This is an optimization exercise on Yosys and OpenROAD, whose aim is small area, not a production implementation.
Function was checked by simulation only, so behaviour that the tests miss may differ from the original.
Power figures rest on the tool's default switching activity, not on a simulated workload.

xenon:
// frogger
module frogger (clk, rst, update, VGA_R, VGA_G, VGA_B, hsync, vsync, blank_n, up, down, left, right, levelselect);
input clk, rst;  
input update;  
input up,down,left,right;   
input levelselect;  
output hsync, vsync, blank_n;  
output [7:0] VGA_R, VGA_G, VGA_B;
wire [9:0] xCount; 
wire [9:0] yCount;
wire ScreenArea;
VGA_Controller VGA(clk, rst, xCount, yCount, ScreenArea, hsync, vsync, blank_n);
wire frog;
player_frog froggy (clk,rst,up,down,left,right,update,xCount,yCount,frog);
wire [2:0] c1, c2;
cars traffic_gen(clk, rst, update, xCount, yCount, c1, c2);
reg [2:0] traffic;  
always @(posedge clk)
	traffic <= levelselect ? c2 : c1;
wire game_over;
wire win;
reg border, end_zone;
collision WL(clk,rst,frog,|traffic,border,end_zone,win,game_over);
wire border_c, end_zone_c, border1_c, border2_c, safezone_c, roadlines_c, white_c, game_over_text_c, win_text_c;
text words(xCount, yCount, border_c, end_zone_c, border1_c, border2_c, safezone_c, roadlines_c, white_c, game_over_text_c, win_text_c);
reg border1, border2;  
reg safezone, roadlines, white_roadlines;
reg game_over_text, win_text;
always @(posedge clk)
	begin
		end_zone <= end_zone_c;
		border <= border_c;
		border1 <= border1_c;
		border2 <= border2_c;
		safezone <= safezone_c;
  ...
==> flow/config.mk <==
export PLATFORM = sky130hd
export DESIGN_NAME = frogger
export DESIGN_NICKNAME = frogger
export VERILOG_FILES = /design/flow/design.v
export SDC_FILE = /design/flow/constraint.sdc
export NUM_CORES = 4
export LEC_CHECK = 0
export CAP_MARGIN = 20
export CORE_MARGIN = 2
export CORE_UTILIZATION = 30
export CTS_CLUSTER_DIAMETER = 200
export CTS_CLUSTER_SIZE = 20
export SLEW_MARGIN = 20
==> flow/constraint.sdc <==
create_clock -name core_clock -period 20.0 [get_ports {clk}]
set_input_delay 4.0000 -clock core_clock [delete_from_list [all_inputs] [get_ports {clk}]]
set_output_delay 4.0000 -clock core_clock [all_outputs]
set_load 0.01 [all_outputs]
standard.sh (not shown) runs the stock make flow with config.mk's settings and CLKGATE_MAP_FILE= SYNTH_SCRIPT=/design/flow/synth_recipe.tcl, a recipe that flattens the netlist after the stock synthesis.
==> flow/flow/run.sh <==
#!/bin/bash
# Layout flow: the standard synthesis, then an area-oriented re-mapping of the
# combinational logic only (every flip-flop instance of the standard synthesis is kept
# as it is, same name and cell), then the standard layout from floorplan to finish.
# Each tool's output goes to a log file of its own in this folder.
set -euo pipefail
WORK=$(pwd)
R=$WORK/orfs/results/$FLOW_PLATFORM/frogger/base
LIB=$FLOW_HOME/platforms/$FLOW_PLATFORM/lib/sky130_fd_sc_hd__tt_025C_1v80.lib
YOSYS=$FLOW_HOME/../tools/install/yosys/bin/yosys

# 1. standard synthesis
bash standard.sh synth > $WORK/log_1_standard_synth.log 2>&1

# 2. re-map the combinational logic for area
cp $R/1_2_yosys.v $WORK/standard_synth.v
python3 flow/libmodels.py $LIB $FLOW_HOME/platforms/$FLOW_PLATFORM/config.mk $WORK/comb_cells.v $WORK/dont_use.txt > $WORK/log_2_libmodels.log 2>&1
$YOSYS -p "read_liberty -lib $LIB; read_verilog $WORK/standard_synth.v; hierarchy -top $FLOW_TOP; \
  techmap -map $WORK/comb_cells.v; techmap; opt -purge; \
  abc -liberty $LIB $(cat $WORK/dont_use.txt) -script $WORK/flow/resyn.abc; opt_clean -purge; \
  hilomap -singleton -hicell sky130_fd_sc_hd__conb_1 HI -locell sky130_fd_sc_hd__conb_1 LO; \
  splitnets; opt_clean -purge; insbuf -buf sky130_fd_sc_hd__buf_4 A X; check -assert -mapped; \
  tee -o $WORK/resyn_stat.txt stat -liberty $LIB; \
  write_verilog -noattr -nohex -nodec $WORK/resyn1.v" > $WORK/log_3_resyn_yosys.log 2>&1
# a second area pass on the re-mapped netlist
$YOSYS -p "read_liberty -lib $LIB; read_verilog $WORK/resyn1.v; hierarchy -top $FLOW_TOP; \
  techmap -map $WORK/comb_cells.v; techmap; opt -purge; \
  abc -liberty $LIB $(cat $WORK/dont_use.txt) -script $WORK/flow/resyn2.abc; opt_clean -purge; \
  hilomap -singleton -hicell sky130_fd_sc_hd__conb_1 HI -locell sky130_fd_sc_hd__conb_1 LO; \
  splitnets; opt_clean -purge; insbuf -buf sky130_fd_sc_hd__buf_4 A X; check -assert -mapped; \
  tee -o $WORK/resyn_stat2.txt stat -liberty $LIB; \
  write_verilog -noattr -nohex -nodec $WORK/resyn.v" > $WORK/log_3b_resyn_yosys.log 2>&1 || cp $WORK/resyn1.v $WORK/resyn.v
[ -s $WORK/resyn.v ] || cp $WORK/resyn1.v $WORK/resyn.v

# the flip-flops must be exactly the standard synthesis's
ffs() { grep -oE '^\s*sky130_fd_sc_hd__[a-z]*df[a-z0-9_]* +[^ (]+' "$1" | sed -E 's/_[0-9]+ +/ /; s/^\s+//' | sort; }
if ! diff <(ffs $WORK/standard_synth.v) <(ffs $WORK/resyn.v) > $WORK/log_4_ffcheck.log 2>&1 || [ ! -s $WORK/resyn.v ]; then
  echo "flip-flops differ; using the standard synthesis" >> $WORK/log_4_ffcheck.log
  cp $WORK/standard_synth.v $WORK/resyn.v
fi
cp $WORK/resyn.v $R/1_2_yosys.v
rm -f $R/1_synth.odb $R/1_synth.sdc

# 3. standard layout from the re-mapped netlist; every input and output port still
#    gets its own buffer, the smallest buffer cell instead of clkdlybuf4s50_1
export BUFFER_PORTS_ARGS="-buffer_cell sky130_fd_sc_hd__buf_1"
bash standard.sh > $WORK/log_5_standard_layout.log 2>&1
==> flow/flow/resyn.abc <==
strash
&get -n
&st
&deepsyn -T 300
&put
dc2
&get -n
&st
&dch -f
&nf -R 5000 -a
&put
mfs2 -a -W 6
strash
&get -n
&st
&dch -f
&nf -R 5000 -a
&put
mfs2 -a -W 6
strash
&get -n
&st
&dch -f
&nf -R 5000
&put
topo
dnsize -c
==> flow/flow/resyn2.abc <==
strash
&get -n
&st
&deepsyn -T 240
&put
dc2
&get -n
&st
&dch -f
&nf -R 5000 -a
&put
mfs2 -a -W 6
strash
&get -n
&st
&dch -f
&nf -R 5000 -a
&put
mfs2 -a -W 6
strash
&get -n
&st
&dch -f
&nf -R 5000
&put
topo
dnsize -c
Other scripts of this flow, unchanged in this note and not shown: flow/flow/libmodels.py
Here is what was changed in the inputs of tundra compared with xenon.
--- a/flow/flow/run.sh
+++ b/flow/flow/run.sh
@@ -22,14 +22,5 @@
   splitnets; opt_clean -purge; insbuf -buf sky130_fd_sc_hd__buf_4 A X; check -assert -mapped; \
   tee -o $WORK/resyn_stat.txt stat -liberty $LIB; \
-  write_verilog -noattr -nohex -nodec $WORK/resyn1.v" > $WORK/log_3_resyn_yosys.log 2>&1
-# a second area pass on the re-mapped netlist
-$YOSYS -p "read_liberty -lib $LIB; read_verilog $WORK/resyn1.v; hierarchy -top $FLOW_TOP; \
-  techmap -map $WORK/comb_cells.v; techmap; opt -purge; \
-  abc -liberty $LIB $(cat $WORK/dont_use.txt) -script $WORK/flow/resyn2.abc; opt_clean -purge; \
-  hilomap -singleton -hicell sky130_fd_sc_hd__conb_1 HI -locell sky130_fd_sc_hd__conb_1 LO; \
-  splitnets; opt_clean -purge; insbuf -buf sky130_fd_sc_hd__buf_4 A X; check -assert -mapped; \
-  tee -o $WORK/resyn_stat2.txt stat -liberty $LIB; \
-  write_verilog -noattr -nohex -nodec $WORK/resyn.v" > $WORK/log_3b_resyn_yosys.log 2>&1 || cp $WORK/resyn1.v $WORK/resyn.v
-[ -s $WORK/resyn.v ] || cp $WORK/resyn1.v $WORK/resyn.v
+  write_verilog -noattr -nohex -nodec $WORK/resyn.v" > $WORK/log_3_resyn_yosys.log 2>&1
 
 # the flip-flops must be exactly the standard synthesis's
removed: flow/flow/resyn2.abc
Diff xenon -> tundra: synthesized instance count rose about 1%, critical path depth fell about 2.4%, die outline area rose 420 um^2, fmax rose 0.0052 GHz, shortest clock period the worst path allows after layout fell 670 ps. Setup slack improves in tundra relative to xenon. Against xenon, half-perimeter wire length after detailed placement in tundra rose slightly. According to the power report, total power for tundra is lower than for xenon. | sequential group share of total power | tundra vs xenon | ≈ equal |. In the tables for tundra and xenon, final critical-path share of the clock period reads higher with xenon.
Modified inputs, juniper compared to tundra
# tundra
export LEC_CHECK = 0
export CAP_MARGIN = 20
export CORE_MARGIN = 2
export CORE_UTILIZATION = 30
export CTS_CLUSTER_DIAMETER = 200
export CTS_CLUSTER_SIZE = 20
export SLEW_MARGIN = 20
create_clock -name core_clock -period 20.0 [get_ports {clk}]
# juniper
export LEC_CHECK = 0
export CAP_MARGIN = 20
export CORE_MARGIN = 2
export CORE_UTILIZATION = 30
export CTS_CLUSTER_DIAMETER = 150
export CTS_CLUSTER_SIZE = 16
export SLEW_MARGIN = 20
create_clock -name core_clock -period 20.0 [get_ports {clk}]
--- a/flow/flow/run.sh
+++ b/flow/flow/run.sh
@@ -33,6 +33,4 @@
 rm -f $R/1_synth.odb $R/1_synth.sdc
 
-# 3. standard layout from the re-mapped netlist; every input and output port still
-#    gets its own buffer, the smallest buffer cell instead of clkdlybuf4s50_1
-export BUFFER_PORTS_ARGS="-buffer_cell sky130_fd_sc_hd__buf_1"
+# 3. standard layout from the re-mapped netlist
 bash standard.sh > $WORK/log_5_standard_layout.log 2>&1
==> flow/flow/resyn.abc <==
strash
dc2
&get -n
&st
&dch -f
&nf -R 2000 -a
&put
mfs2 -a
strash
&get -n
&st
&dch -f
&nf -R 2000
&put
topo
dnsize -c
[summary]
Per the final summary, juniper finished and its layout is clean on timing, DRC and antenna. Between juniper and tundra, the clock-pin slew on the worst setup and hold paths figures differ only marginally. The number of diodes added for antenna fixing reported for juniper is smaller than that of tundra by 2. On share of the cycle needed by the critical path after routing: between tundra and juniper, it ends up lower for juniper. Of the two values seen for critical path capture point, traffic_gen.pix.c2[0] was produced by juniper and traffic_gen.pix.c2[1] by tundra. Worst-margin pin slew in juniper vs tundra: down 27 ps. The lower switching fraction of total power of tundra and juniper is in tundra. For clock skew, juniper and tundra come out practically identical. Looking at share of final layout cell area taken by clock buffers and inverters, juniper sits 0.16 points above tundra.

-- what the ideal ports hide --
Ports are ideal in the flow. The routed layouts listed here were re-timed in OpenROAD.
Step 1 (the two cells are an assumption about what drives the block):
set clk [get_ports {clk}]
set_driving_cell -lib_cell sky130_fd_sc_hd__clkbuf_16 $clk
set_driving_cell -lib_cell sky130_fd_sc_hd__buf_2 [delete_from_list [all_inputs] $clk]
Step 2 times the ports against the registers' clock, not the clock port: input delays grow and output delays shrink by t, the midpoint of the rising clock arrivals with the driver on.
a / b / c = ideal ports / drivers / drivers and shift; a / b = the first two.
run | shift t [ns] | setup WS [ns] | latest minus earliest clock arrival (ns) | worst slew at a driven data input, ns
xenon | 0.650 | 8.287 / 8.287 / 8.287 | 0.031 / 0.030 | 0.04
tundra | 0.649 | 8.959 / 8.959 / 8.959 | 0.030 / 0.031 | 0.11
juniper | 0.664 | 9.794 / 9.794 / 9.794 | 0.026 / 0.026 | 0.04
After both steps setup and hold are still met in every run listed.
